From an optimization exercise on the open Yosys and OpenROAD flow, aimed at small area; shortcuts taken in it are not production practice.
Only the layout flow was run in this run; the RTL was not checked for function there.
Power is estimated from default activity; no workload was simulated.

File: flow/flow/run.sh
#!/bin/bash
set -euo pipefail
cd "$(dirname "$0")/.."
bash standard.sh BUFFER_PORTS_ARGS="-buffer_cell sky130_fd_sc_hd__buf_1" finish > make_finish.log 2>&1
File: flow/standard.sh
#!/bin/bash
# synth_recipe.tcl (not shown) runs the flow's synth.tcl, then flattens the netlist and writes it again
# the make line also repeats each setting of config.mk as NAME=value (left out here)
make -C /OpenROAD-flow-scripts/flow DESIGN_CONFIG=/design/flow/config.mk WORK_HOME=/design/flow/orfs CLKGATE_MAP_FILE= SYNTH_SCRIPT=/design/flow/synth_recipe.tcl "${@:-finish}"
File: flow/config.mk
export PLATFORM = sky130hd
export DESIGN_NAME = luFactorizer
export DESIGN_NICKNAME = luFactorizer
export VERILOG_FILES = /design/flow/design.v
export SDC_FILE = /design/flow/constraint.sdc
export NUM_CORES = 4
export LEC_CHECK = 0
export CAP_MARGIN = 20
export CORE_MARGIN = 2
export CORE_UTILIZATION = 40
export SLEW_MARGIN = 20
File: flow/constraint.sdc
create_clock -name core_clock -period 8.0 [get_ports {clk}]
set_input_delay 1.6000 -clock core_clock [delete_from_list [all_inputs] [get_ports {clk}]]
set_output_delay 1.6000 -clock core_clock [all_outputs]
set_load 0.01 [all_outputs]
File: flow/design.v
`timescale 1ns / 1ps
module globalCounter(count,clk,rst);
input clk;
input rst;
output [4:0]count;
parameter limit = 21;
reg [4:0]countReg;
always@(posedge clk)
begin
	if(rst)
		countReg <= 0;
	else if(countReg == limit)
		countReg <= 0;
	else
		countReg <= countReg + 1;
end
assign count = countReg;
endmodule
module luFactorizer(clk,rst,a11,a12,a13,a14,a21,a22,a23,a24,a25,a31,a32,a33,a34,a35,a36,a41,a42,a43,a44,a45,a46,a47,a52,a53,a54,a55,a56,a57,a58,a63,a64,a65,a66,a67,a68,a74,a75,a76,a77,a78,a85,a86,a87,a88,lL1,lL2,lL3,uL1,uL2,uL3,uL4);
input clk;
input rst;
input [7:0] a11,a12,a13,a14,a21,a22,a23,a24,a25,a31,a32,a33,a34,a35,a36,a41,a42,a43,a44,a45,a46,a47,a52,a53,a54,a55,a56,a57,a58,a63,a64,a65,a66,a67,a68,a74,a75,a76,a77,a78,a85,a86,a87,a88;
output [7:0] lL1,lL2,lL3,uL1,uL2,uL3,uL4;
wire [4:0] count;
reg first;
globalCounter g1(count,clk,rst);
always @(posedge clk) first <= rst;
wire [5:0] st = {first,count};
wire s0 = (st == 6'd0) | (st == 6'd10) | (st == 6'd13) | (st == 6'd16) | (st == 6'd19) | (st == 6'd7);
wire s1 = (st == 6'd1) | (st == 6'd11) | (st == 6'd14) | (st == 6'd17) | (st == 6'd20) | (st == 6'd5) | (st == 6'd8);
wire s2 = (st == 6'd12) | (st == 6'd15) | (st == 6'd18) | (st == 6'd21) | (st == 6'd9);
wire s3 = (st == 6'd0) | (st == 6'd1) | (st == 6'd10) | (st == 6'd11) | (st == 6'd13) | (st == 6'd14) | (st == 6'd16) | (st == 6'd17) | (st == 6'd19) | (st == 6'd20) | (st == 6'd4) | (st == 6'd5) | (st == 6'd7) | (st == 6'd8);
wire s4 = (st == 6'd9);
wire s5 = (st == 6'd12);
wire s6 = (st == 6'd15);
wire s7 = (st == 6'd18);
wire s8 = (st == 6'd21);
wire s9 = (st == 6'd2);
wire s10 = (st == 6'd3);
wire s11 = (st == 6'd6);
wire s12 = (st == 6'b100000);
wire s13 = (st == 6'd12) | (st == 6'd15) | (st == 6'd18) | (st == 6'd21) | (st == 6'd6) | (st == 6'd9);
wire s14 = (st == 6'd10) | (st == 6'd11) | (st == 6'd13) | (st == 6'd14) | (st == 6'd16) | (st == 6'd17) | (st == 6'd19) | (st == 6'd20) | (st == 6'd7) | (st == 6'd8);
wire s15 = (st == 6'd10) | (st == 6'd13) | (st == 6'd16) | (st == 6'd19) | (st == 6'd7);
wire s16 = (st == 6'd11) | (st == 6'd14) | (st == 6'd17) | (st == 6'd20) | (st == 6'd8);
wire s17 = (st == 6'd12) | (st == 6'd15) | (st == 6'd18) | (st == 6'd21) | (st == 6'd3) | (st == 6'd6) | (st == 6'd9);
wire s18 = (st == 6'd7);
wire s19 = (st == 6'd8);
wire s20 = (st == 6'd10);
wire s21 = (st == 6'd11);
wire s22 = (st == 6'd13);
wire s23 = (st == 6'd14);
wire s24 = (st == 6'd16);
wire s25 = (st == 6'd17);
wire s26 = (st == 6'd19);
wire s27 = (st == 6'd20);
wire s28 = (st == 6'd4);
wire s29 = (st == 6'd5);
wire s30 = (st == 6'd10) | (st == 6'd12) | (st == 6'd13) | (st == 6'd15) | (st == 6'd16) | (st == 6'd18) | (st == 6'd19) | (st == 6'd21) | (st == 6'd6) | (st == 6'd7) | (st == 6'd9);
wire s31 = (st == 6'd0) | (st == 6'd10) | (st == 6'd11) | (st == 6'd13) | (st == 6'd14) | (st == 6'd16) | (st == 6'd17) | (st == 6'd19) | (st == 6'd20) | (st == 6'd4) | (st == 6'd5) | (st == 6'd7) | (st == 6'd8);
wire s32 = (st == 6'd12) | (st == 6'd15) | (st == 6'd18) | (st == 6'd6) | (st == 6'd9);
wire s33 = (st == 6'd0) | (st == 6'b100000) | (st == 6'd1) | (st == 6'd10) | (st == 6'd11) | (st == 6'd12) | (st == 6'd13) | (st == 6'd14) | (st == 6'd15) | (st == 6'd16) | (st == 6'd17) | (st == 6'd18) | (st == 6'd19) | (st == 6'd2) | (st == 6'd20) | (st == 6'd21) | (st == 6'd3) | (st == 6'd4) | (st == 6'd5) | (st == 6'd6) | (st == 6'd7) | (st == 6'd8) | (st == 6'd9);
wire s34 = (st == 6'd10) | (st == 6'd11) | (st == 6'd12) | (st == 6'd13) | (st == 6'd14) | (st == 6'd15) | (st == 6'd16) | (st == 6'd17) | (st == 6'd18) | (st == 6'd19) | (st == 6'd2) | (st == 6'd20) | (st == 6'd21) | (st == 6'd3) | (st == 6'd4) | (st == 6'd5) | (st == 6'd6) | (st == 6'd7) | (st == 6'd8) | (st == 6'd9);
wire s35 = (st == 6'd0) | (st == 6'b100000);
wire s36 = (st == 6'd0) | (st == 6'b100000) | (st == 6'd12) | (st == 6'd15) | (st == 6'd18) | (st == 6'd6) | (st == 6'd9);
wire s37 = (st == 6'd11) | (st == 6'd14) | (st == 6'd17) | (st == 6'd20) | (st == 6'd5) | (st == 6'd8);
wire s38 = (st == 6'd0) | (st == 6'b100000) | (st == 6'd10) | (st == 6'd13) | (st == 6'd16) | (st == 6'd19) | (st == 6'd4) | (st == 6'd7);
wire s39 = (st == 6'd0) | (st == 6'd10) | (st == 6'd13) | (st == 6'd16) | (st == 6'd19) | (st == 6'd4) | (st == 6'd7);
wire s40 = (st == 6'd12) | (st == 6'd15) | (st == 6'd18) | (st == 6'd2) | (st == 6'd21) | (st == 6'd3) | (st == 6'd6) | (st == 6'd9);
wire s41 = (st == 6'd0) | (st == 6'd10) | (st == 6'd13) | (st == 6'd16) | (st == 6'd19) | (st == 6'd3) | (st == 6'd4) | (st == 6'd7);
reg [7:0] ACC1;
reg [7:0] ACC2;
reg [7:0] ACC3;
reg [7:0] H7;
reg [7:0] HY3;
reg [7:0] HY6;
reg [7:0] HY9;
reg [7:0] HZ6;
reg [7:0] HZ8;
reg [7:0] HZ9;
wire [7:0] U1_x = ({8{s0}} & HZ6) | ({8{s1}} & HZ8) | ({8{s2}} & H7);
wire [7:0] U1_y = ({8{s0}} & HY6) | ({8{s1}} & HY9) | ({8{s2}} & HY3);
wire [7:0] U1_zi = ({8{s3}} & ~ACC1) | ({8{s4}} & ~a44) | ({8{s5}} & ~a55) | ({8{s6}} & ~a66) | ({8{s7}} & ~a77) | ({8{s8}} & ~a88) | ({8{s9}} & ~H7) | ({8{s10}} & ~a22) | ({8{s11}} & ~a33) | ({8{s12}} & 8'hff);
wire U1_n = 1'b1;
wire [7:0] U1_r;
wire U1_w1 = U1_zi[0] ^ (U1_x[0] & U1_y[0]); wire U1_w2 = U1_zi[0] & (U1_x[0] & U1_y[0]);
assign U1_r[0] = U1_w1;
wire U1_w3 = U1_zi[1] ^ (U1_x[0] & U1_y[1]) ^ (U1_x[1] & U1_y[0]); wire U1_w4 = (U1_zi[1] & (U1_x[0] & U1_y[1])) | (U1_zi[1] & (U1_x[1] & U1_y[0])) | ((U1_x[0] & U1_y[1]) & (U1_x[1] & U1_y[0]));
wire U1_w5 = U1_w2 ^ U1_w3; wire U1_w6 = U1_w2 & U1_w3;
assign U1_r[1] = U1_w5;
wire U1_w7 = U1_zi[2] ^ (U1_x[0] & U1_y[2]) ^ (U1_x[1] & U1_y[1]); wire U1_w8 = (U1_zi[2] & (U1_x[0] & U1_y[2])) | (U1_zi[2] & (U1_x[1] & U1_y[1])) | ((U1_x[0] & U1_y[2]) & (U1_x[1] & U1_y[1]));
wire U1_w9 = (U1_x[2] & U1_y[0]) ^ U1_w4 ^ U1_w7; wire U1_w10 = ((U1_x[2] & U1_y[0]) & U1_w4) | ((U1_x[2] & U1_y[0]) & U1_w7) | (U1_w4 & U1_w7);
wire U1_w11 = U1_w6 ^ U1_w9; wire U1_w12 = U1_w6 & U1_w9;
assign U1_r[2] = U1_w11;
wire U1_w13 = U1_zi[3] ^ (U1_x[0] & U1_y[3]) ^ (U1_x[1] & U1_y[2]); wire U1_w14 = (U1_zi[3] & (U1_x[0] & U1_y[3])) | (U1_zi[3] & (U1_x[1] & U1_y[2])) | ((U1_x[0] & U1_y[3]) & (U1_x[1] & U1_y[2]));
wire U1_w15 = (U1_x[2] & U1_y[1]) ^ (U1_x[3] & U1_y[0]) ^ U1_w8; wire U1_w16 = ((U1_x[2] & U1_y[1]) & (U1_x[3] & U1_y[0])) | ((U1_x[2] & U1_y[1]) & U1_w8) | ((U1_x[3] & U1_y[0]) & U1_w8);
wire U1_w17 = U1_w13 ^ U1_w10 ^ U1_w15; wire U1_w18 = (U1_w13 & U1_w10) | (U1_w13 & U1_w15) | (U1_w10 & U1_w15);
wire U1_w19 = U1_w12 ^ U1_w17; wire U1_w20 = U1_w12 & U1_w17;
assign U1_r[3] = U1_w19;
wire U1_w21 = U1_zi[4] ^ (U1_x[0] & U1_y[4]) ^ (U1_x[1] & U1_y[3]); wire U1_w22 = (U1_zi[4] & (U1_x[0] & U1_y[4])) | (U1_zi[4] & (U1_x[1] & U1_y[3])) | ((U1_x[0] & U1_y[4]) & (U1_x[1] & U1_y[3]));
wire U1_w23 = (U1_x[2] & U1_y[2]) ^ (U1_x[3] & U1_y[1]) ^ (U1_x[4] & U1_y[0]); wire U1_w24 = ((U1_x[2] & U1_y[2]) & (U1_x[3] & U1_y[1])) | ((U1_x[2] & U1_y[2]) & (U1_x[4] & U1_y[0])) | ((U1_x[3] & U1_y[1]) & (U1_x[4] & U1_y[0]));
wire U1_w25 = U1_w14 ^ U1_w21 ^ U1_w23; wire U1_w26 = (U1_w14 & U1_w21) | (U1_w14 & U1_w23) | (U1_w21 & U1_w23);
wire U1_w27 = U1_w16 ^ U1_w25 ^ U1_w18; wire U1_w28 = (U1_w16 & U1_w25) | (U1_w16 & U1_w18) | (U1_w25 & U1_w18);
wire U1_w29 = U1_w20 ^ U1_w27; wire U1_w30 = U1_w20 & U1_w27;
assign U1_r[4] = U1_w29;
wire U1_w31 = U1_zi[5] ^ (U1_x[0] & U1_y[5]) ^ (U1_x[1] & U1_y[4]); wire U1_w32 = (U1_zi[5] & (U1_x[0] & U1_y[5])) | (U1_zi[5] & (U1_x[1] & U1_y[4])) | ((U1_x[0] & U1_y[5]) & (U1_x[1] & U1_y[4]));
wire U1_w33 = (U1_x[2] & U1_y[3]) ^ (U1_x[3] & U1_y[2]) ^ (U1_x[4] & U1_y[1]); wire U1_w34 = ((U1_x[2] & U1_y[3]) & (U1_x[3] & U1_y[2])) | ((U1_x[2] & U1_y[3]) & (U1_x[4] & U1_y[1])) | ((U1_x[3] & U1_y[2]) & (U1_x[4] & U1_y[1]));
wire U1_w35 = (U1_x[5] & U1_y[0]) ^ U1_w22 ^ U1_w24; wire U1_w36 = ((U1_x[5] & U1_y[0]) & U1_w22) | ((U1_x[5] & U1_y[0]) & U1_w24) | (U1_w22 & U1_w24);
wire U1_w37 = U1_w31 ^ U1_w33 ^ U1_w26; wire U1_w38 = (U1_w31 & U1_w33) | (U1_w31 & U1_w26) | (U1_w33 & U1_w26);
wire U1_w39 = U1_w35 ^ U1_w37 ^ U1_w28; wire U1_w40 = (U1_w35 & U1_w37) | (U1_w35 & U1_w28) | (U1_w37 & U1_w28);
wire U1_w41 = U1_w30 ^ U1_w39; wire U1_w42 = U1_w30 & U1_w39;
assign U1_r[5] = U1_w41;
wire U1_w43 = U1_zi[6] ^ (U1_x[0] & U1_y[6]) ^ (U1_x[1] & U1_y[5]); wire U1_w44 = (U1_zi[6] & (U1_x[0] & U1_y[6])) | (U1_zi[6] & (U1_x[1] & U1_y[5])) | ((U1_x[0] & U1_y[6]) & (U1_x[1] & U1_y[5]));
wire U1_w45 = (U1_x[2] & U1_y[4]) ^ (U1_x[3] & U1_y[3]) ^ (U1_x[4] & U1_y[2]); wire U1_w46 = ((U1_x[2] & U1_y[4]) & (U1_x[3] & U1_y[3])) | ((U1_x[2] & U1_y[4]) & (U1_x[4] & U1_y[2])) | ((U1_x[3] & U1_y[3]) & (U1_x[4] & U1_y[2]));
wire U1_w47 = (U1_x[5] & U1_y[1]) ^ (U1_x[6] & U1_y[0]) ^ U1_w32; wire U1_w48 = ((U1_x[5] & U1_y[1]) & (U1_x[6] & U1_y[0])) | ((U1_x[5] & U1_y[1]) & U1_w32) | ((U1_x[6] & U1_y[0]) & U1_w32);
wire U1_w49 = U1_w34 ^ U1_w43 ^ U1_w45; wire U1_w50 = (U1_w34 & U1_w43) | (U1_w34 & U1_w45) | (U1_w43 & U1_w45);
wire U1_w51 = U1_w36 ^ U1_w47 ^ U1_w49; wire U1_w52 = (U1_w36 & U1_w47) | (U1_w36 & U1_w49) | (U1_w47 & U1_w49);
wire U1_w53 = U1_w38 ^ U1_w51 ^ U1_w40; wire U1_w54 = (U1_w38 & U1_w51) | (U1_w38 & U1_w40) | (U1_w51 & U1_w40);
wire U1_w55 = U1_w42 ^ U1_w53; wire U1_w56 = U1_w42 & U1_w53;
assign U1_r[6] = U1_w55;
wire U1_w57 = U1_zi[7] ^ (U1_x[0] & U1_y[7]) ^ (U1_x[1] & U1_y[6]);
wire U1_w58 = (U1_x[2] & U1_y[5]) ^ (U1_x[3] & U1_y[4]) ^ (U1_x[4] & U1_y[3]);
wire U1_w59 = (U1_x[5] & U1_y[2]) ^ (U1_x[6] & U1_y[1]) ^ (U1_x[7] & U1_y[0]);
wire U1_w60 = U1_w44 ^ U1_w46 ^ U1_w57;
wire U1_w61 = U1_w58 ^ U1_w59 ^ U1_w48;
wire U1_w62 = U1_w50 ^ U1_w60 ^ U1_w61;
wire U1_w63 = U1_w52 ^ U1_w62 ^ U1_w54;
wire U1_w64 = U1_w56 ^ U1_w63;
assign U1_r[7] = U1_w64;
wire [7:0] U1_o = U1_r ^ {8{U1_n}};
wire [7:0] U2_x = ({8{s13}} & HZ8) | ({8{s14}} & HY3);
wire [7:0] U2_y = ({8{s13}} & HY6) | ({8{s15}} & HZ8) | ({8{s16}} & HZ6);
wire [7:0] U2_zi = ({8{s17}} & ~ACC2) | ({8{s18}} & ~a42) | ({8{s19}} & ~a43) | ({8{s20}} & ~a53) | ({8{s21}} & ~a54) | ({8{s22}} & ~a64) | ({8{s23}} & ~a65) | ({8{s24}} & ~a75) | ({8{s25}} & ~a76) | ({8{s26}} & ~a86) | ({8{s27}} & ~a87) | ({8{s9}} & ~a21) | ({8{s28}} & ~a31) | ({8{s29}} & ~a32);
wire U2_n = 1'b1;
wire [7:0] U2_r;
wire U2_w1 = U2_zi[0] ^ (U2_x[0] & U2_y[0]); wire U2_w2 = U2_zi[0] & (U2_x[0] & U2_y[0]);
assign U2_r[0] = U2_w1;
wire U2_w3 = U2_zi[1] ^ (U2_x[0] & U2_y[1]) ^ (U2_x[1] & U2_y[0]); wire U2_w4 = (U2_zi[1] & (U2_x[0] & U2_y[1])) | (U2_zi[1] & (U2_x[1] & U2_y[0])) | ((U2_x[0] & U2_y[1]) & (U2_x[1] & U2_y[0]));
wire U2_w5 = U2_w2 ^ U2_w3; wire U2_w6 = U2_w2 & U2_w3;
assign U2_r[1] = U2_w5;
wire U2_w7 = U2_zi[2] ^ (U2_x[0] & U2_y[2]) ^ (U2_x[1] & U2_y[1]); wire U2_w8 = (U2_zi[2] & (U2_x[0] & U2_y[2])) | (U2_zi[2] & (U2_x[1] & U2_y[1])) | ((U2_x[0] & U2_y[2]) & (U2_x[1] & U2_y[1]));
wire U2_w9 = (U2_x[2] & U2_y[0]) ^ U2_w4 ^ U2_w7; wire U2_w10 = ((U2_x[2] & U2_y[0]) & U2_w4) | ((U2_x[2] & U2_y[0]) & U2_w7) | (U2_w4 & U2_w7);
wire U2_w11 = U2_w6 ^ U2_w9; wire U2_w12 = U2_w6 & U2_w9;
assign U2_r[2] = U2_w11;
wire U2_w13 = U2_zi[3] ^ (U2_x[0] & U2_y[3]) ^ (U2_x[1] & U2_y[2]); wire U2_w14 = (U2_zi[3] & (U2_x[0] & U2_y[3])) | (U2_zi[3] & (U2_x[1] & U2_y[2])) | ((U2_x[0] & U2_y[3]) & (U2_x[1] & U2_y[2]));
wire U2_w15 = (U2_x[2] & U2_y[1]) ^ (U2_x[3] & U2_y[0]) ^ U2_w8; wire U2_w16 = ((U2_x[2] & U2_y[1]) & (U2_x[3] & U2_y[0])) | ((U2_x[2] & U2_y[1]) & U2_w8) | ((U2_x[3] & U2_y[0]) & U2_w8);
wire U2_w17 = U2_w13 ^ U2_w10 ^ U2_w15; wire U2_w18 = (U2_w13 & U2_w10) | (U2_w13 & U2_w15) | (U2_w10 & U2_w15);
wire U2_w19 = U2_w12 ^ U2_w17; wire U2_w20 = U2_w12 & U2_w17;
assign U2_r[3] = U2_w19;
wire U2_w21 = U2_zi[4] ^ (U2_x[0] & U2_y[4]) ^ (U2_x[1] & U2_y[3]); wire U2_w22 = (U2_zi[4] & (U2_x[0] & U2_y[4])) | (U2_zi[4] & (U2_x[1] & U2_y[3])) | ((U2_x[0] & U2_y[4]) & (U2_x[1] & U2_y[3]));
wire U2_w23 = (U2_x[2] & U2_y[2]) ^ (U2_x[3] & U2_y[1]) ^ (U2_x[4] & U2_y[0]); wire U2_w24 = ((U2_x[2] & U2_y[2]) & (U2_x[3] & U2_y[1])) | ((U2_x[2] & U2_y[2]) & (U2_x[4] & U2_y[0])) | ((U2_x[3] & U2_y[1]) & (U2_x[4] & U2_y[0]));
wire U2_w25 = U2_w14 ^ U2_w21 ^ U2_w23; wire U2_w26 = (U2_w14 & U2_w21) | (U2_w14 & U2_w23) | (U2_w21 & U2_w23);
wire U2_w27 = U2_w16 ^ U2_w25 ^ U2_w18; wire U2_w28 = (U2_w16 & U2_w25) | (U2_w16 & U2_w18) | (U2_w25 & U2_w18);
wire U2_w29 = U2_w20 ^ U2_w27; wire U2_w30 = U2_w20 & U2_w27;
assign U2_r[4] = U2_w29;
wire U2_w31 = U2_zi[5] ^ (U2_x[0] & U2_y[5]) ^ (U2_x[1] & U2_y[4]); wire U2_w32 = (U2_zi[5] & (U2_x[0] & U2_y[5])) | (U2_zi[5] & (U2_x[1] & U2_y[4])) | ((U2_x[0] & U2_y[5]) & (U2_x[1] & U2_y[4]));
wire U2_w33 = (U2_x[2] & U2_y[3]) ^ (U2_x[3] & U2_y[2]) ^ (U2_x[4] & U2_y[1]); wire U2_w34 = ((U2_x[2] & U2_y[3]) & (U2_x[3] & U2_y[2])) | ((U2_x[2] & U2_y[3]) & (U2_x[4] & U2_y[1])) | ((U2_x[3] & U2_y[2]) & (U2_x[4] & U2_y[1]));
wire U2_w35 = (U2_x[5] & U2_y[0]) ^ U2_w22 ^ U2_w24; wire U2_w36 = ((U2_x[5] & U2_y[0]) & U2_w22) | ((U2_x[5] & U2_y[0]) & U2_w24) | (U2_w22 & U2_w24);
wire U2_w37 = U2_w31 ^ U2_w33 ^ U2_w26; wire U2_w38 = (U2_w31 & U2_w33) | (U2_w31 & U2_w26) | (U2_w33 & U2_w26);
wire U2_w39 = U2_w35 ^ U2_w37 ^ U2_w28; wire U2_w40 = (U2_w35 & U2_w37) | (U2_w35 & U2_w28) | (U2_w37 & U2_w28);
wire U2_w41 = U2_w30 ^ U2_w39; wire U2_w42 = U2_w30 & U2_w39;
assign U2_r[5] = U2_w41;
wire U2_w43 = U2_zi[6] ^ (U2_x[0] & U2_y[6]) ^ (U2_x[1] & U2_y[5]); wire U2_w44 = (U2_zi[6] & (U2_x[0] & U2_y[6])) | (U2_zi[6] & (U2_x[1] & U2_y[5])) | ((U2_x[0] & U2_y[6]) & (U2_x[1] & U2_y[5]));
wire U2_w45 = (U2_x[2] & U2_y[4]) ^ (U2_x[3] & U2_y[3]) ^ (U2_x[4] & U2_y[2]); wire U2_w46 = ((U2_x[2] & U2_y[4]) & (U2_x[3] & U2_y[3])) | ((U2_x[2] & U2_y[4]) & (U2_x[4] & U2_y[2])) | ((U2_x[3] & U2_y[3]) & (U2_x[4] & U2_y[2]));
wire U2_w47 = (U2_x[5] & U2_y[1]) ^ (U2_x[6] & U2_y[0]) ^ U2_w32; wire U2_w48 = ((U2_x[5] & U2_y[1]) & (U2_x[6] & U2_y[0])) | ((U2_x[5] & U2_y[1]) & U2_w32) | ((U2_x[6] & U2_y[0]) & U2_w32);
wire U2_w49 = U2_w34 ^ U2_w43 ^ U2_w45; wire U2_w50 = (U2_w34 & U2_w43) | (U2_w34 & U2_w45) | (U2_w43 & U2_w45);
wire U2_w51 = U2_w36 ^ U2_w47 ^ U2_w49; wire U2_w52 = (U2_w36 & U2_w47) | (U2_w36 & U2_w49) | (U2_w47 & U2_w49);
wire U2_w53 = U2_w38 ^ U2_w51 ^ U2_w40; wire U2_w54 = (U2_w38 & U2_w51) | (U2_w38 & U2_w40) | (U2_w51 & U2_w40);
wire U2_w55 = U2_w42 ^ U2_w53; wire U2_w56 = U2_w42 & U2_w53;
assign U2_r[6] = U2_w55;
wire U2_w57 = U2_zi[7] ^ (U2_x[0] & U2_y[7]) ^ (U2_x[1] & U2_y[6]);
wire U2_w58 = (U2_x[2] & U2_y[5]) ^ (U2_x[3] & U2_y[4]) ^ (U2_x[4] & U2_y[3]);
wire U2_w59 = (U2_x[5] & U2_y[2]) ^ (U2_x[6] & U2_y[1]) ^ (U2_x[7] & U2_y[0]);
wire U2_w60 = U2_w44 ^ U2_w46 ^ U2_w57;
wire U2_w61 = U2_w58 ^ U2_w59 ^ U2_w48;
wire U2_w62 = U2_w50 ^ U2_w60 ^ U2_w61;
wire U2_w63 = U2_w52 ^ U2_w62 ^ U2_w54;
wire U2_w64 = U2_w56 ^ U2_w63;
assign U2_r[7] = U2_w64;
wire [7:0] U2_o = U2_r ^ {8{U2_n}};
wire [7:0] U3_x = ({8{s13}} & HZ6) | ({8{s14}} & H7);
wire [7:0] U3_y = ({8{s30}} & HY9) | ({8{s16}} & HY6);
wire [7:0] U3_zi = ({8{s17}} & ~ACC3) | ({8{s18}} & ~a24) | ({8{s19}} & ~a34) | ({8{s20}} & ~a35) | ({8{s21}} & ~a45) | ({8{s22}} & ~a46) | ({8{s23}} & ~a56) | ({8{s24}} & ~a57) | ({8{s25}} & ~a67) | ({8{s26}} & ~a68) | ({8{s27}} & ~a78) | ({8{s9}} & ~a12) | ({8{s28}} & ~a13) | ({8{s29}} & ~a23);
wire U3_n = 1'b1;
wire [7:0] U3_r;
wire U3_w1 = U3_zi[0] ^ (U3_x[0] & U3_y[0]); wire U3_w2 = U3_zi[0] & (U3_x[0] & U3_y[0]);
assign U3_r[0] = U3_w1;
wire U3_w3 = U3_zi[1] ^ (U3_x[0] & U3_y[1]) ^ (U3_x[1] & U3_y[0]); wire U3_w4 = (U3_zi[1] & (U3_x[0] & U3_y[1])) | (U3_zi[1] & (U3_x[1] & U3_y[0])) | ((U3_x[0] & U3_y[1]) & (U3_x[1] & U3_y[0]));
wire U3_w5 = U3_w2 ^ U3_w3; wire U3_w6 = U3_w2 & U3_w3;
assign U3_r[1] = U3_w5;
wire U3_w7 = U3_zi[2] ^ (U3_x[0] & U3_y[2]) ^ (U3_x[1] & U3_y[1]); wire U3_w8 = (U3_zi[2] & (U3_x[0] & U3_y[2])) | (U3_zi[2] & (U3_x[1] & U3_y[1])) | ((U3_x[0] & U3_y[2]) & (U3_x[1] & U3_y[1]));
wire U3_w9 = (U3_x[2] & U3_y[0]) ^ U3_w4 ^ U3_w7; wire U3_w10 = ((U3_x[2] & U3_y[0]) & U3_w4) | ((U3_x[2] & U3_y[0]) & U3_w7) | (U3_w4 & U3_w7);
wire U3_w11 = U3_w6 ^ U3_w9; wire U3_w12 = U3_w6 & U3_w9;
assign U3_r[2] = U3_w11;
wire U3_w13 = U3_zi[3] ^ (U3_x[0] & U3_y[3]) ^ (U3_x[1] & U3_y[2]); wire U3_w14 = (U3_zi[3] & (U3_x[0] & U3_y[3])) | (U3_zi[3] & (U3_x[1] & U3_y[2])) | ((U3_x[0] & U3_y[3]) & (U3_x[1] & U3_y[2]));
wire U3_w15 = (U3_x[2] & U3_y[1]) ^ (U3_x[3] & U3_y[0]) ^ U3_w8; wire U3_w16 = ((U3_x[2] & U3_y[1]) & (U3_x[3] & U3_y[0])) | ((U3_x[2] & U3_y[1]) & U3_w8) | ((U3_x[3] & U3_y[0]) & U3_w8);
wire U3_w17 = U3_w13 ^ U3_w10 ^ U3_w15; wire U3_w18 = (U3_w13 & U3_w10) | (U3_w13 & U3_w15) | (U3_w10 & U3_w15);
wire U3_w19 = U3_w12 ^ U3_w17; wire U3_w20 = U3_w12 & U3_w17;
assign U3_r[3] = U3_w19;
wire U3_w21 = U3_zi[4] ^ (U3_x[0] & U3_y[4]) ^ (U3_x[1] & U3_y[3]); wire U3_w22 = (U3_zi[4] & (U3_x[0] & U3_y[4])) | (U3_zi[4] & (U3_x[1] & U3_y[3])) | ((U3_x[0] & U3_y[4]) & (U3_x[1] & U3_y[3]));
wire U3_w23 = (U3_x[2] & U3_y[2]) ^ (U3_x[3] & U3_y[1]) ^ (U3_x[4] & U3_y[0]); wire U3_w24 = ((U3_x[2] & U3_y[2]) & (U3_x[3] & U3_y[1])) | ((U3_x[2] & U3_y[2]) & (U3_x[4] & U3_y[0])) | ((U3_x[3] & U3_y[1]) & (U3_x[4] & U3_y[0]));
wire U3_w25 = U3_w14 ^ U3_w21 ^ U3_w23; wire U3_w26 = (U3_w14 & U3_w21) | (U3_w14 & U3_w23) | (U3_w21 & U3_w23);
wire U3_w27 = U3_w16 ^ U3_w25 ^ U3_w18; wire U3_w28 = (U3_w16 & U3_w25) | (U3_w16 & U3_w18) | (U3_w25 & U3_w18);
wire U3_w29 = U3_w20 ^ U3_w27; wire U3_w30 = U3_w20 & U3_w27;
assign U3_r[4] = U3_w29;
wire U3_w31 = U3_zi[5] ^ (U3_x[0] & U3_y[5]) ^ (U3_x[1] & U3_y[4]); wire U3_w32 = (U3_zi[5] & (U3_x[0] & U3_y[5])) | (U3_zi[5] & (U3_x[1] & U3_y[4])) | ((U3_x[0] & U3_y[5]) & (U3_x[1] & U3_y[4]));
wire U3_w33 = (U3_x[2] & U3_y[3]) ^ (U3_x[3] & U3_y[2]) ^ (U3_x[4] & U3_y[1]); wire U3_w34 = ((U3_x[2] & U3_y[3]) & (U3_x[3] & U3_y[2])) | ((U3_x[2] & U3_y[3]) & (U3_x[4] & U3_y[1])) | ((U3_x[3] & U3_y[2]) & (U3_x[4] & U3_y[1]));
wire U3_w35 = (U3_x[5] & U3_y[0]) ^ U3_w22 ^ U3_w24; wire U3_w36 = ((U3_x[5] & U3_y[0]) & U3_w22) | ((U3_x[5] & U3_y[0]) & U3_w24) | (U3_w22 & U3_w24);
wire U3_w37 = U3_w31 ^ U3_w33 ^ U3_w26; wire U3_w38 = (U3_w31 & U3_w33) | (U3_w31 & U3_w26) | (U3_w33 & U3_w26);
wire U3_w39 = U3_w35 ^ U3_w37 ^ U3_w28; wire U3_w40 = (U3_w35 & U3_w37) | (U3_w35 & U3_w28) | (U3_w37 & U3_w28);
wire U3_w41 = U3_w30 ^ U3_w39; wire U3_w42 = U3_w30 & U3_w39;
assign U3_r[5] = U3_w41;
wire U3_w43 = U3_zi[6] ^ (U3_x[0] & U3_y[6]) ^ (U3_x[1] & U3_y[5]); wire U3_w44 = (U3_zi[6] & (U3_x[0] & U3_y[6])) | (U3_zi[6] & (U3_x[1] & U3_y[5])) | ((U3_x[0] & U3_y[6]) & (U3_x[1] & U3_y[5]));
wire U3_w45 = (U3_x[2] & U3_y[4]) ^ (U3_x[3] & U3_y[3]) ^ (U3_x[4] & U3_y[2]); wire U3_w46 = ((U3_x[2] & U3_y[4]) & (U3_x[3] & U3_y[3])) | ((U3_x[2] & U3_y[4]) & (U3_x[4] & U3_y[2])) | ((U3_x[3] & U3_y[3]) & (U3_x[4] & U3_y[2]));
wire U3_w47 = (U3_x[5] & U3_y[1]) ^ (U3_x[6] & U3_y[0]) ^ U3_w32; wire U3_w48 = ((U3_x[5] & U3_y[1]) & (U3_x[6] & U3_y[0])) | ((U3_x[5] & U3_y[1]) & U3_w32) | ((U3_x[6] & U3_y[0]) & U3_w32);
wire U3_w49 = U3_w34 ^ U3_w43 ^ U3_w45; wire U3_w50 = (U3_w34 & U3_w43) | (U3_w34 & U3_w45) | (U3_w43 & U3_w45);
wire U3_w51 = U3_w36 ^ U3_w47 ^ U3_w49; wire U3_w52 = (U3_w36 & U3_w47) | (U3_w36 & U3_w49) | (U3_w47 & U3_w49);
wire U3_w53 = U3_w38 ^ U3_w51 ^ U3_w40; wire U3_w54 = (U3_w38 & U3_w51) | (U3_w38 & U3_w40) | (U3_w51 & U3_w40);
wire U3_w55 = U3_w42 ^ U3_w53; wire U3_w56 = U3_w42 & U3_w53;
assign U3_r[6] = U3_w55;
wire U3_w57 = U3_zi[7] ^ (U3_x[0] & U3_y[7]) ^ (U3_x[1] & U3_y[6]);
wire U3_w58 = (U3_x[2] & U3_y[5]) ^ (U3_x[3] & U3_y[4]) ^ (U3_x[4] & U3_y[3]);
wire U3_w59 = (U3_x[5] & U3_y[2]) ^ (U3_x[6] & U3_y[1]) ^ (U3_x[7] & U3_y[0]);
wire U3_w60 = U3_w44 ^ U3_w46 ^ U3_w57;
wire U3_w61 = U3_w58 ^ U3_w59 ^ U3_w48;
wire U3_w62 = U3_w50 ^ U3_w60 ^ U3_w61;
wire U3_w63 = U3_w52 ^ U3_w62 ^ U3_w54;
wire U3_w64 = U3_w56 ^ U3_w63;
assign U3_r[7] = U3_w64;
wire [7:0] U3_o = U3_r ^ {8{U3_n}};
wire [7:0] U4_x = ({8{s31}} & HZ9) | ({8{s11}} & a41) | ({8{s4}} & a52) | ({8{s5}} & a63) | ({8{s6}} & a74) | ({8{s7}} & a85);
wire [7:0] U4_y = ({8{s31}} & ACC2) | ({8{s32}} & HZ9);
wire [7:0] U4_zi = 8'd0;
wire U4_n = 1'b0;
wire [7:0] U4_r;
wire U4_w1 = U4_zi[0] ^ (U4_x[0] & U4_y[0]); wire U4_w2 = U4_zi[0] & (U4_x[0] & U4_y[0]);
assign U4_r[0] = U4_w1;
wire U4_w3 = U4_zi[1] ^ (U4_x[0] & U4_y[1]) ^ (U4_x[1] & U4_y[0]); wire U4_w4 = (U4_zi[1] & (U4_x[0] & U4_y[1])) | (U4_zi[1] & (U4_x[1] & U4_y[0])) | ((U4_x[0] & U4_y[1]) & (U4_x[1] & U4_y[0]));
wire U4_w5 = U4_w2 ^ U4_w3; wire U4_w6 = U4_w2 & U4_w3;
assign U4_r[1] = U4_w5;
wire U4_w7 = U4_zi[2] ^ (U4_x[0] & U4_y[2]) ^ (U4_x[1] & U4_y[1]); wire U4_w8 = (U4_zi[2] & (U4_x[0] & U4_y[2])) | (U4_zi[2] & (U4_x[1] & U4_y[1])) | ((U4_x[0] & U4_y[2]) & (U4_x[1] & U4_y[1]));
wire U4_w9 = (U4_x[2] & U4_y[0]) ^ U4_w4 ^ U4_w7; wire U4_w10 = ((U4_x[2] & U4_y[0]) & U4_w4) | ((U4_x[2] & U4_y[0]) & U4_w7) | (U4_w4 & U4_w7);
wire U4_w11 = U4_w6 ^ U4_w9; wire U4_w12 = U4_w6 & U4_w9;
assign U4_r[2] = U4_w11;
wire U4_w13 = U4_zi[3] ^ (U4_x[0] & U4_y[3]) ^ (U4_x[1] & U4_y[2]); wire U4_w14 = (U4_zi[3] & (U4_x[0] & U4_y[3])) | (U4_zi[3] & (U4_x[1] & U4_y[2])) | ((U4_x[0] & U4_y[3]) & (U4_x[1] & U4_y[2]));
wire U4_w15 = (U4_x[2] & U4_y[1]) ^ (U4_x[3] & U4_y[0]) ^ U4_w8; wire U4_w16 = ((U4_x[2] & U4_y[1]) & (U4_x[3] & U4_y[0])) | ((U4_x[2] & U4_y[1]) & U4_w8) | ((U4_x[3] & U4_y[0]) & U4_w8);
wire U4_w17 = U4_w13 ^ U4_w10 ^ U4_w15; wire U4_w18 = (U4_w13 & U4_w10) | (U4_w13 & U4_w15) | (U4_w10 & U4_w15);
wire U4_w19 = U4_w12 ^ U4_w17; wire U4_w20 = U4_w12 & U4_w17;
assign U4_r[3] = U4_w19;
wire U4_w21 = U4_zi[4] ^ (U4_x[0] & U4_y[4]) ^ (U4_x[1] & U4_y[3]); wire U4_w22 = (U4_zi[4] & (U4_x[0] & U4_y[4])) | (U4_zi[4] & (U4_x[1] & U4_y[3])) | ((U4_x[0] & U4_y[4]) & (U4_x[1] & U4_y[3]));
wire U4_w23 = (U4_x[2] & U4_y[2]) ^ (U4_x[3] & U4_y[1]) ^ (U4_x[4] & U4_y[0]); wire U4_w24 = ((U4_x[2] & U4_y[2]) & (U4_x[3] & U4_y[1])) | ((U4_x[2] & U4_y[2]) & (U4_x[4] & U4_y[0])) | ((U4_x[3] & U4_y[1]) & (U4_x[4] & U4_y[0]));
wire U4_w25 = U4_w14 ^ U4_w21 ^ U4_w23; wire U4_w26 = (U4_w14 & U4_w21) | (U4_w14 & U4_w23) | (U4_w21 & U4_w23);
wire U4_w27 = U4_w16 ^ U4_w25 ^ U4_w18; wire U4_w28 = (U4_w16 & U4_w25) | (U4_w16 & U4_w18) | (U4_w25 & U4_w18);
wire U4_w29 = U4_w20 ^ U4_w27; wire U4_w30 = U4_w20 & U4_w27;
assign U4_r[4] = U4_w29;
wire U4_w31 = U4_zi[5] ^ (U4_x[0] & U4_y[5]) ^ (U4_x[1] & U4_y[4]); wire U4_w32 = (U4_zi[5] & (U4_x[0] & U4_y[5])) | (U4_zi[5] & (U4_x[1] & U4_y[4])) | ((U4_x[0] & U4_y[5]) & (U4_x[1] & U4_y[4]));
wire U4_w33 = (U4_x[2] & U4_y[3]) ^ (U4_x[3] & U4_y[2]) ^ (U4_x[4] & U4_y[1]); wire U4_w34 = ((U4_x[2] & U4_y[3]) & (U4_x[3] & U4_y[2])) | ((U4_x[2] & U4_y[3]) & (U4_x[4] & U4_y[1])) | ((U4_x[3] & U4_y[2]) & (U4_x[4] & U4_y[1]));
wire U4_w35 = (U4_x[5] & U4_y[0]) ^ U4_w22 ^ U4_w24; wire U4_w36 = ((U4_x[5] & U4_y[0]) & U4_w22) | ((U4_x[5] & U4_y[0]) & U4_w24) | (U4_w22 & U4_w24);
wire U4_w37 = U4_w31 ^ U4_w33 ^ U4_w26; wire U4_w38 = (U4_w31 & U4_w33) | (U4_w31 & U4_w26) | (U4_w33 & U4_w26);
wire U4_w39 = U4_w35 ^ U4_w37 ^ U4_w28; wire U4_w40 = (U4_w35 & U4_w37) | (U4_w35 & U4_w28) | (U4_w37 & U4_w28);
wire U4_w41 = U4_w30 ^ U4_w39; wire U4_w42 = U4_w30 & U4_w39;
assign U4_r[5] = U4_w41;
wire U4_w43 = U4_zi[6] ^ (U4_x[0] & U4_y[6]) ^ (U4_x[1] & U4_y[5]); wire U4_w44 = (U4_zi[6] & (U4_x[0] & U4_y[6])) | (U4_zi[6] & (U4_x[1] & U4_y[5])) | ((U4_x[0] & U4_y[6]) & (U4_x[1] & U4_y[5]));
wire U4_w45 = (U4_x[2] & U4_y[4]) ^ (U4_x[3] & U4_y[3]) ^ (U4_x[4] & U4_y[2]); wire U4_w46 = ((U4_x[2] & U4_y[4]) & (U4_x[3] & U4_y[3])) | ((U4_x[2] & U4_y[4]) & (U4_x[4] & U4_y[2])) | ((U4_x[3] & U4_y[3]) & (U4_x[4] & U4_y[2]));
wire U4_w47 = (U4_x[5] & U4_y[1]) ^ (U4_x[6] & U4_y[0]) ^ U4_w32; wire U4_w48 = ((U4_x[5] & U4_y[1]) & (U4_x[6] & U4_y[0])) | ((U4_x[5] & U4_y[1]) & U4_w32) | ((U4_x[6] & U4_y[0]) & U4_w32);
wire U4_w49 = U4_w34 ^ U4_w43 ^ U4_w45; wire U4_w50 = (U4_w34 & U4_w43) | (U4_w34 & U4_w45) | (U4_w43 & U4_w45);
wire U4_w51 = U4_w36 ^ U4_w47 ^ U4_w49; wire U4_w52 = (U4_w36 & U4_w47) | (U4_w36 & U4_w49) | (U4_w47 & U4_w49);
wire U4_w53 = U4_w38 ^ U4_w51 ^ U4_w40; wire U4_w54 = (U4_w38 & U4_w51) | (U4_w38 & U4_w40) | (U4_w51 & U4_w40);
wire U4_w55 = U4_w42 ^ U4_w53; wire U4_w56 = U4_w42 & U4_w53;
assign U4_r[6] = U4_w55;
wire U4_w57 = U4_zi[7] ^ (U4_x[0] & U4_y[7]) ^ (U4_x[1] & U4_y[6]);
wire U4_w58 = (U4_x[2] & U4_y[5]) ^ (U4_x[3] & U4_y[4]) ^ (U4_x[4] & U4_y[3]);
wire U4_w59 = (U4_x[5] & U4_y[2]) ^ (U4_x[6] & U4_y[1]) ^ (U4_x[7] & U4_y[0]);
wire U4_w60 = U4_w44 ^ U4_w46 ^ U4_w57;
wire U4_w61 = U4_w58 ^ U4_w59 ^ U4_w48;
wire U4_w62 = U4_w50 ^ U4_w60 ^ U4_w61;
wire U4_w63 = U4_w52 ^ U4_w62 ^ U4_w54;
wire U4_w64 = U4_w56 ^ U4_w63;
assign U4_r[7] = U4_w64;
wire [7:0] U4_o = U4_r ^ {8{U4_n}};
wire [7:0] ACC1_d = ({8{s33}} & U1_o);
always @(posedge clk) ACC1 <= U1_o;
wire [7:0] ACC2_d = ({8{s34}} & U2_o);
always @(posedge clk) ACC2 <= U2_o;
wire [7:0] ACC3_d = ({8{s34}} & U3_o);
always @(posedge clk) ACC3 <= U3_o;
wire [7:0] H7_d = ({8{s35}} & a11) | ({8{s11}} & a14) | ({8{s4}} & a25) | ({8{s5}} & a36) | ({8{s6}} & a47) | ({8{s7}} & a58);
wire H7_en = s36;
always @(posedge clk) if (H7_en) H7 <= H7_d;
wire [7:0] HY3_d = ({8{s32}} & U4_o);
wire HY3_en = s32;
always @(posedge clk) if (HY3_en) HY3 <= HY3_d;
wire [7:0] HY6_d = ({8{s37}} & U4_o);
wire HY6_en = s37;
always @(posedge clk) if (HY6_en) HY6 <= HY6_d;
wire [7:0] HY9_d = ({8{s38}} & U4_o);
wire HY9_en = s38;
always @(posedge clk) if (HY9_en) HY9 <= HY9_d;
wire [7:0] HZ6_d = ({8{s37}} & ACC3);
wire HZ6_en = s37;
always @(posedge clk) if (HZ6_en) HZ6 <= HZ6_d;
wire [7:0] HZ8_d = ({8{s39}} & ACC3);
wire HZ8_en = s38;
always @(posedge clk) if (HZ8_en) HZ8 <= HZ8_d;
wire [7:0] HZ9_d = ({8{s40}} & ACC1);
wire HZ9_en = s40;
always @(posedge clk) if (HZ9_en) HZ9 <= HZ9_d;
wire [7:0] lL1_w = ({8{s15}} & HY3);
assign lL1 = lL1_w;
wire [7:0] lL2_w = ({8{s13}} & HY6);
assign lL2 = lL2_w;
wire [7:0] lL3_w = ({8{s1}} & HY9);
assign lL3 = lL3_w;
wire [7:0] uL1_w = ({8{s41}} & HZ9);
assign uL1 = uL1_w;
wire [7:0] uL2_w = ({8{s1}} & HZ8);
assign uL2 = uL2_w;
wire [7:0] uL3_w = ({8{s13}} & HZ6);
assign uL3 = uL3_w;
wire [7:0] uL4_w = ({8{s15}} & H7);
assign uL4 = uL4_w;
endmodule
==> flow_summary.json <==
{
  "clock_sinks": 86,
  "grt_usage_pct": 36.8,
  "cts_setup_buffers": 0,
  "synth_cell_types": 64,
  "portBuffers": 409,
  "reg2reg_to": "ACC1[7]$_DFF_P_",
  "worstRegToRegCells": 24,
  "yosys_warnings": 2,
  "drc_errors": 0,
  "grt_max_degree": 35,
  "min_period_over_period_pct": 93.7,
  "routed_wl_um": 47200,
  "ys_seq_area_share_pct": 23.8,
  "via_per_inst": 5.86,
  "first_pass_iters": 9,
  "cp.depth": 24,
  "cp.required_ns": 8.23,
  "hold_ws_ns": 0.494,
  "cts-root-buf": "clkbuf_16",
  "slowest_delay_ns": 0.79,
  "met1_length_um": 17200,
  "syn_inst": 1091,
  "cp.arrival_ns": 7.73,
  "critPathBufInv": 4,
  "crit_top_cell": "fa_1",
  "cts_buffers": 9,
  "hold_class": "reg -> reg",
  "rr_startpoint": "g1.countReg[0]$_SDFF_PP0_",
  "start_util_pct": 40.8,
  "cap_violations": 0,
  "clk-insertion-delay-late_ns": 0.36,
  "vias": 10700,
  "drtIter0Drc": 945,
  "layout_commonest_cell": "buf_1",
  "coreArea_sq_um": 23500,
  "max_freq_mhz": 133,
  "worst_pin_slew_ns": 0.972,
  "cts_resized": 0,
  "avgSynthCellArea_sq_um": 8.80,
  "final_hold_viol_count": 0,
  "grt_overflow_total": 0,
  "path_class": "reg -> reg",
  "fillers": 2405,
  "end_kind": "flop",
  "fin_worst_skew_ns": 0.00971,
  "htreeDepth": 3,
  "synth_nets": 1554,
  "postSynth.asyncResetShare_pct": 0,
  "synth_top_area_cell": "edfxtp_1",
  "hold_path.startpoint": "g1.countReg[0]$_SDFF_PP0_",
  "setup_ws_ns": 0.503,
  "highest_layer": "met4",
  "setup_violations": 0,
  "final_max_slew_viol_count": 0,
  "status": "timing/DRC/antenna clean",
  "fp.dieW_um": 159,
  "grt_pass1_wl_um": 68700,
  "cts_tree": "yes",
  "min_period_ns": 7.50,
  "final_cell_mix": "buf_1, nor2_1, o22ai_1, inv_1, and2_1",
  "peakVddDrop_mv": 0.103,
  "syn_area_sq_um": 9600,
  "start_kind": "flop",
  "io_pins": 410,
  "timing.critical_path.to": "ACC1[7]$_DFF_P_",
  "syn_to_final_growth_pct": 24.3,
  "layout-drive-gt1-share_pct": 7.12,
  "regToRegSetupSlack_ns": 0.50,
  "wl_met3_um": 3730,
  "wl_per_cell_um": 25.9,
  "crit_slowest_cell": "a211oi_2",
  "num_rows": 56,
  "maxSlewHeadroom_pct": 35.1,
  "path_clk_slew_ns": 0.07,
  "path_cells": "inv_1 > ha_1 > mux2_4 > a32oi_2 > nand3_1 > a211oi_2 > nor2_1 > nor4_1 > fa_1 > inv_1 > fa_1 > inv_1 > fa_1 > fa_1 > fa_1 > fa_1 > inv_1 > ha_1 > xnor2_1 > xnor2_1 > xnor2_1 > xnor3_1 > xnor2_1 > xnor2_1",
  "dieArea_sq_um": 25200,
  "grt_pass1_vias": 10900,
  "place.gp.congestion": 0.988,
  "cp-startpoint": "g1.countReg[0]$_SDFF_PP0_",
  "synth-main-ff-cell": "edfxtp_1",
  "clock_path_buffers": 2,
  "fin_tns_setup_ns": 0,
  "p_leak_uw": 0.00416,
  "pre_cts_ws_ns": 0.631,
  "final-seq-area_sq_um": 2280,
  "fin_nets": 1960,
  "cts_hold_buf": 0,
  "synth-seq-cells": 86,
  "antenna_found_initial": 0,
  "power.density_nw_per_um2": 125,
  "multi_input_area_sq_um": 6710,
  "path_delay_family": "adder cells",
  "rsz0062_at_grt": "false",
  "synth_area_leaders": "edfxtp_1, fa_1, o22ai_1",
  "antenna_left": 0,
  "dp_hpwl_um": 39400,
  "die_h_um": 159,
  "crit_fanout": 21,
  "synth_edf_count": 56,
  "yosys.area.top_type_share_pct": 17.5,
  "wl_met2_um": 22500
}
metrics by stage:
step	util [%]	total power [uW]	cell area, sq um	std cells
finish	50.7	1490	11900	1822
global placement	49.3	1020	11600	1805
floorplan	-	795	9600	1091
CTS	50.6	1480	11900	1821
detailed placement	49.3	1020	11600	1805
global route	50.6	1540	11900	1821
kinds of logic (layout without fill, tap and decap cells):
logic type / after synthesis / count (layout) / synth area share (%)
adder cells (fa/ha/maj): 109 / 109 / 20.3
AND/OR/NAND/NOR: 414 / 414 / 22.5
other: 0 / 1 / 0
flip-flops: 86 / 86 / 23.8
buffers and inverters: 153 / 564 / 6.40
AO/OA/AOI/OAI: 273 / 273 / 20.8
multiplexers: 2 / 2 / 0.274
XOR/XNOR: 54 / 54 / 5.93
synth_stat cells (6+ instances only):
cell type,count
nor2_1,133
o22ai_1,120
inv_1,95
and2_1,84
fa_1,78
edfxtp_1,56
nand2_1,54
a22oi_1,52
clkbuf_1,42
xnor2_1,37
ha_1,31
dfxtp_1,30
or2_2,30
nor3_1,25
nor4_1,19
a221oi_1,18
nor2b_1,18
nand3_1,15
o211ai_1,14
a22o_1,13
xor2_1,10
a21oi_1,9
nand2b_1,9
a222oi_1,8
buf_2,8
o211a_1,8
xnor3_1,7
a21o_1,6
final cells by class:
type                    instances  share of cell area (%)
clock buffers                  10                    1.92
flip-flops and latches         86                    19.1
inverters                      96                    3.02
well taps                     319                    3.35
diodes                          1                  0.0210
clock inverters                 6                   0.724
repair buffers                452                    15.6
multi-input cells             852                    56.3
registers in the layout, indices dropped and copies added, names as in the netlist:
register,count
HZ9,8
HY9,8
ACC3,8
first,1
HY6,8
HZ8,8
HY3,8
HZ6,8
ACC2,8
H7,8
ACC1,8
g1.countReg,5
power breakdown:
part           leakage [uW]  switching, uW  internal [uW]
Sequential         0.000801           69.5            531
Clock              0.000153            200            275
Combinational       0.00320            243            171
Total               0.00416            512            976
worst min path at each step:
stage	to	slack, ns	cells after the start
final	g1.countReg[0]$_SDFF_PP0_	0.49	1
after global routing	g1.countReg[0]$_SDFF_PP0_	0.52	1
after floorplan	g1.countReg[0]$_SDFF_PP0_	0.44	1
after global placement	g1.countReg[0]$_SDFF_PP0_	0.46	1
after CTS	g1.countReg[0]$_SDFF_PP0_	0.50	1
after detailed placement	g1.countReg[0]$_SDFF_PP0_	0.49	1
per-layer routing:
| layer | global-route usage, % | vias up |
|---|---|---|
| li1 | - | 4730 |
| met1 | 42.2 | 5055 |
| met2 | 61.9 | 728 |
| met3 | 6.97 | 163 |
| met4 | 25.7 | 0 |
| met5 | 0 | - |

-- what the ideal ports hide --
In the flow no input, the clock included, has a driving cell. The finished layout below was timed again as built, in two steps. Step 1 assumes that a clkbuf_16 drives the clock port and a buf_2 every other input. Step 2 times the ports against the registers' clock, not the clock port: input delays grow and output delays shrink by t, the midpoint of the rising clock arrivals with the driver on. a / b / c = no drivers / after step 1 / after step 2; a / b = the first two.
t, ns: 0.397
setup slack, ns: 0.503 / 0.503 / 0.503
worst setup path at the end: register to register
worst data-port slew with drivers (ns): 0.12
cell pins on the clock port's net: 1
After both steps this run still meets setup and hold. For this run, drivers alone change the setup slack by 0.000 ns; drivers and shift together by 0.000 ns.
